Background: an optimization exercise with open tools, aiming at small area and a short achievable clock period. Do not read the settings as production practice.
Where RTL was checked, it was by simulation tests only, not by an equivalence proof against the original.
Power and IR drop assume default switching activity.

## ALU_TOP
module ALU_TOP
#(parameter WIDTH = 16)
(
  input wire [WIDTH - 1 : 0]A, B,
  input wire [3 : 0]ALU_FUN,
  input wire CLK, RST,
  output wire [2*WIDTH - 1 : 0]Arith_OUT,
  output wire Carry_OUT,
  output wire Arith_Flag,
  output wire [WIDTH - 1 : 0]Logic_OUT,
  output wire Logic_Flag,
  output wire [1:0]CMP_OUT,
  output wire CMP_Flag,
  output wire [WIDTH - 1 : 0]SHIFT_OUT,
  output wire SHIFT_Flag
);
Size: about 70 flip-flops, about 110 I/O pins, about 0.020 sq mm of cells after synthesis.
==> flow/config.mk <==
export PLATFORM = sky130hd
export DESIGN_NAME = ALU_TOP
export DESIGN_NICKNAME = ALU_TOP
export VERILOG_FILES = /design/flow/design.v
export SDC_FILE = /design/flow/constraint.sdc
export NUM_CORES = 4
export LEC_CHECK = 0
export ABC_AREA = 1
export CAP_MARGIN = 20
export CORE_MARGIN = 2
export CORE_UTILIZATION = 40
export SLEW_MARGIN = 20
==> flow/constraint.sdc <==
create_clock -name core_clock -period 110.0 [get_ports {CLK}]
set_input_delay 22.0000 -clock core_clock [delete_from_list [all_inputs] [get_ports {CLK}]]
set_output_delay 22.0000 -clock core_clock [all_outputs]
set_load 0.01 [all_outputs]
standard.sh (not shown) runs the stock make flow with config.mk's settings and CLKGATE_MAP_FILE= SYNTH_SCRIPT=/design/flow/synth_recipe.tcl, a recipe that flattens the netlist after the stock synthesis.
==> flow/flow/run.sh <==
#!/bin/bash
# Layout flow: the standard synthesis and layout (standard.sh), except that
# - the port buffers that global placement inserts use the smallest buffer
#   (buf_1) instead of the default pick; every input and output still gets its
#   own buffer;
# - the repair_timing run after clock tree synthesis is given a setup margin,
#   so it shortens the longest (divider) paths though the period is met.
# Constraints (constraint.sdc) are unchanged. Each step's output goes to a log
# file in this folder.
set -uo pipefail
BUF="BUFFER_PORTS_ARGS=-buffer_cell sky130_fd_sc_hd__buf_1"
bash standard.sh synth > synth.log 2>&1 || exit 1
bash standard.sh "$BUF" place > place.log 2>&1 || exit 1
bash standard.sh "$BUF" SETUP_SLACK_MARGIN=75 cts > cts.log 2>&1 || exit 1
bash standard.sh "$BUF" finish > finish.log 2>&1 || exit 1
The baseline produced a clean layout.
Rerun with:
--- a/flow/flow/run.sh
+++ b/flow/flow/run.sh
@@ -13,3 +13,3 @@
 bash standard.sh "$BUF" place > place.log 2>&1 || exit 1
-bash standard.sh "$BUF" SETUP_SLACK_MARGIN=75 cts > cts.log 2>&1 || exit 1
-bash standard.sh "$BUF" finish > finish.log 2>&1 || exit 1
+bash standard.sh "$BUF" SETUP_SLACK_MARGIN=76 cts > cts.log 2>&1 || exit 1
+bash standard.sh "$BUF" SETUP_SLACK_MARGIN=75 finish > finish.log 2>&1 || exit 1
The changed run ran to the end with no violations.
Routed wire length rose slightly.
Design area rose by a few percent.
Total power rose slightly.

---

Starting RTL as in the previous note.
export LEC_CHECK = 0
export ABC_AREA = 1
export CAP_MARGIN = 20
export CORE_MARGIN = 2
export CORE_UTILIZATION = 40
export SLEW_MARGIN = 20
create_clock -name core_clock -period 110.0 [get_ports {CLK}]
==> flow/flow/run.sh <==
#!/bin/bash
# Layout flow: the standard synthesis and layout (standard.sh), except that
# - the port buffers that global placement inserts use the smallest buffer
#   (buf_1) instead of the default pick; every input and output still gets its
#   own buffer;
# - the repair_timing run after clock tree synthesis is given a setup margin,
#   so it shortens the longest (divider) paths though the period is met.
# Constraints (constraint.sdc) are unchanged. Each step's output goes to a log
# file in this folder.
set -uo pipefail
BUF="BUFFER_PORTS_ARGS=-buffer_cell sky130_fd_sc_hd__buf_1"
bash standard.sh synth > synth.log 2>&1 || exit 1
bash standard.sh "$BUF" place > place.log 2>&1 || exit 1
bash standard.sh "$BUF" SETUP_SLACK_MARGIN=78 cts > cts.log 2>&1 || exit 1
bash standard.sh "$BUF" finish > finish.log 2>&1 || exit 1
The starting point finished with timing, DRC and antenna clean.
Edit:
--- a/flow/flow/run.sh
+++ b/flow/flow/run.sh
@@ -14,2 +14,2 @@
-bash standard.sh "$BUF" SETUP_SLACK_MARGIN=78 cts > cts.log 2>&1 || exit 1
-bash standard.sh "$BUF" finish > finish.log 2>&1 || exit 1
+bash standard.sh "$BUF" SETUP_SLACK_MARGIN=75 cts > cts.log 2>&1 || exit 1
+bash standard.sh "$BUF" SETUP_SLACK_MARGIN=74 finish > finish.log 2>&1 || exit 1
Outcome: Fmax came out lower by 5.5%. Worst setup slack loses 1.9 ns. Core utilization came out lower by 8.3 points.

---

Another version of the RTL of ALU_TOP (not shown whole).
Size in the first run: about 2200 cells after synthesis, about 70 flip-flops, roughly 110 I/O pins, about 17000 sq um of cells after synthesis.
export LEC_CHECK = 0
export ABC_AREA = 1
export CAP_MARGIN = 20
export CORE_MARGIN = 2
export CORE_UTILIZATION = 60
export PLACE_DENSITY = 0.7
export SLEW_MARGIN = 20
create_clock -name core_clock -period 110.0 [get_ports {CLK}]
run.sh (not shown) runs the stock make flow with config.mk's settings and CLKGATE_MAP_FILE= SYNTH_SCRIPT=/design/flow/synth_recipe.tcl, a recipe that flattens the netlist after the stock synthesis.
Stock flow here: none of the scripts above is used.
The first run finished clean.
Change:
==> flow/flow/run.sh (new file) <==
#!/bin/bash
# Layout flow: the standard synthesis and layout, with the resizer's setup
# margin raised so that repair_timing shortens the longest (divider) paths even
# though the clock period is met. Constraints (constraint.sdc) are unchanged.
set -uo pipefail
MARGIN=62
bash standard.sh synth > synth.log 2>&1 || exit 1
bash standard.sh SETUP_SLACK_MARGIN=$MARGIN finish > layout.log 2>&1 || exit 1
==> flow/standard.sh (new file) <==
#!/bin/bash
# synth_recipe.tcl (not shown) runs the flow's synth.tcl, then flattens the netlist and writes it again
# the make line also repeats each setting of config.mk as NAME=value (left out here)
make -C /OpenROAD-flow-scripts/flow DESIGN_CONFIG=/design/flow/config.mk WORK_HOME=/design/flow/orfs CLKGATE_MAP_FILE= SYNTH_SCRIPT=/design/flow/synth_recipe.tcl "${@:-finish}"
- CORE_UTILIZATION: 60 -> 40
- PLACE_DENSITY: 0.7 -> not set
removed: flow/run.sh
Area after synthesis is unchanged.
Final area goes up by 20%.
Critical path depth drops by 15.
Clock-buffer cell count came out higher by 1.
Worst setup slack improves by 7.9 ns.
No run of this note included a check of the RTL's function; only the layout flow was run.

## re-timing with driven ports
In the flow no input, the clock included, has a driving cell. The finished layouts below were timed again as built, in two steps. Step 1, drivers: a clkbuf_16 drives CLK and a buf_2 each remaining input, both assumed. Step 2 also shifts input and output timing later by t, the mid clock arrival at the registers, as if the neighbouring blocks saw the same clock. a / b / c = no drivers / after step 1 / after step 2; a / b = the first two.
| run | t, ns | setup WS [ns] | worst hold slack (ns) | latest minus earliest clock arrival (ns) | worst slew at a driven data input, ns |
|---|---|---|---|---|---|
| the first run of note 1 | 0.415 | 74.681 / 74.689 / 74.274 | 21.523 / 21.502 / 21.917 | 0.012 / 0.012 | 0.12 |
| the second run of note 1 | 0.413 | 76.017 / 76.002 / 75.588 | 21.530 / 21.509 / 21.923 | 0.009 / 0.009 | 0.12 |
| the first run of note 2 | 0.413 | 77.027 / 76.985 / 76.572 | 21.529 / 21.510 / 21.923 | 0.008 / 0.008 | 0.14 |
| the second run of note 2 | 0.413 | 75.127 / 75.142 / 74.728 | 21.524 / 21.504 / 21.918 | 0.010 / 0.011 | 0.11 |
| the first run of note 3 | 0.371 | 53.795 / 53.779 / 53.408 | 21.862 / 21.847 / 22.218 | 0.011 / 0.010 | 0.07 |
| the second run of note 3 | 0.413 | 61.697 / 61.692 / 61.278 | 21.802 / 21.776 / 22.189 | 0.015 / 0.015 | 0.12 |
After both steps every run listed still meets setup and hold. For the first run of note 2, which loses most, drivers alone change the setup slack by -0.042 ns; drivers and shift together by -0.455 ns.
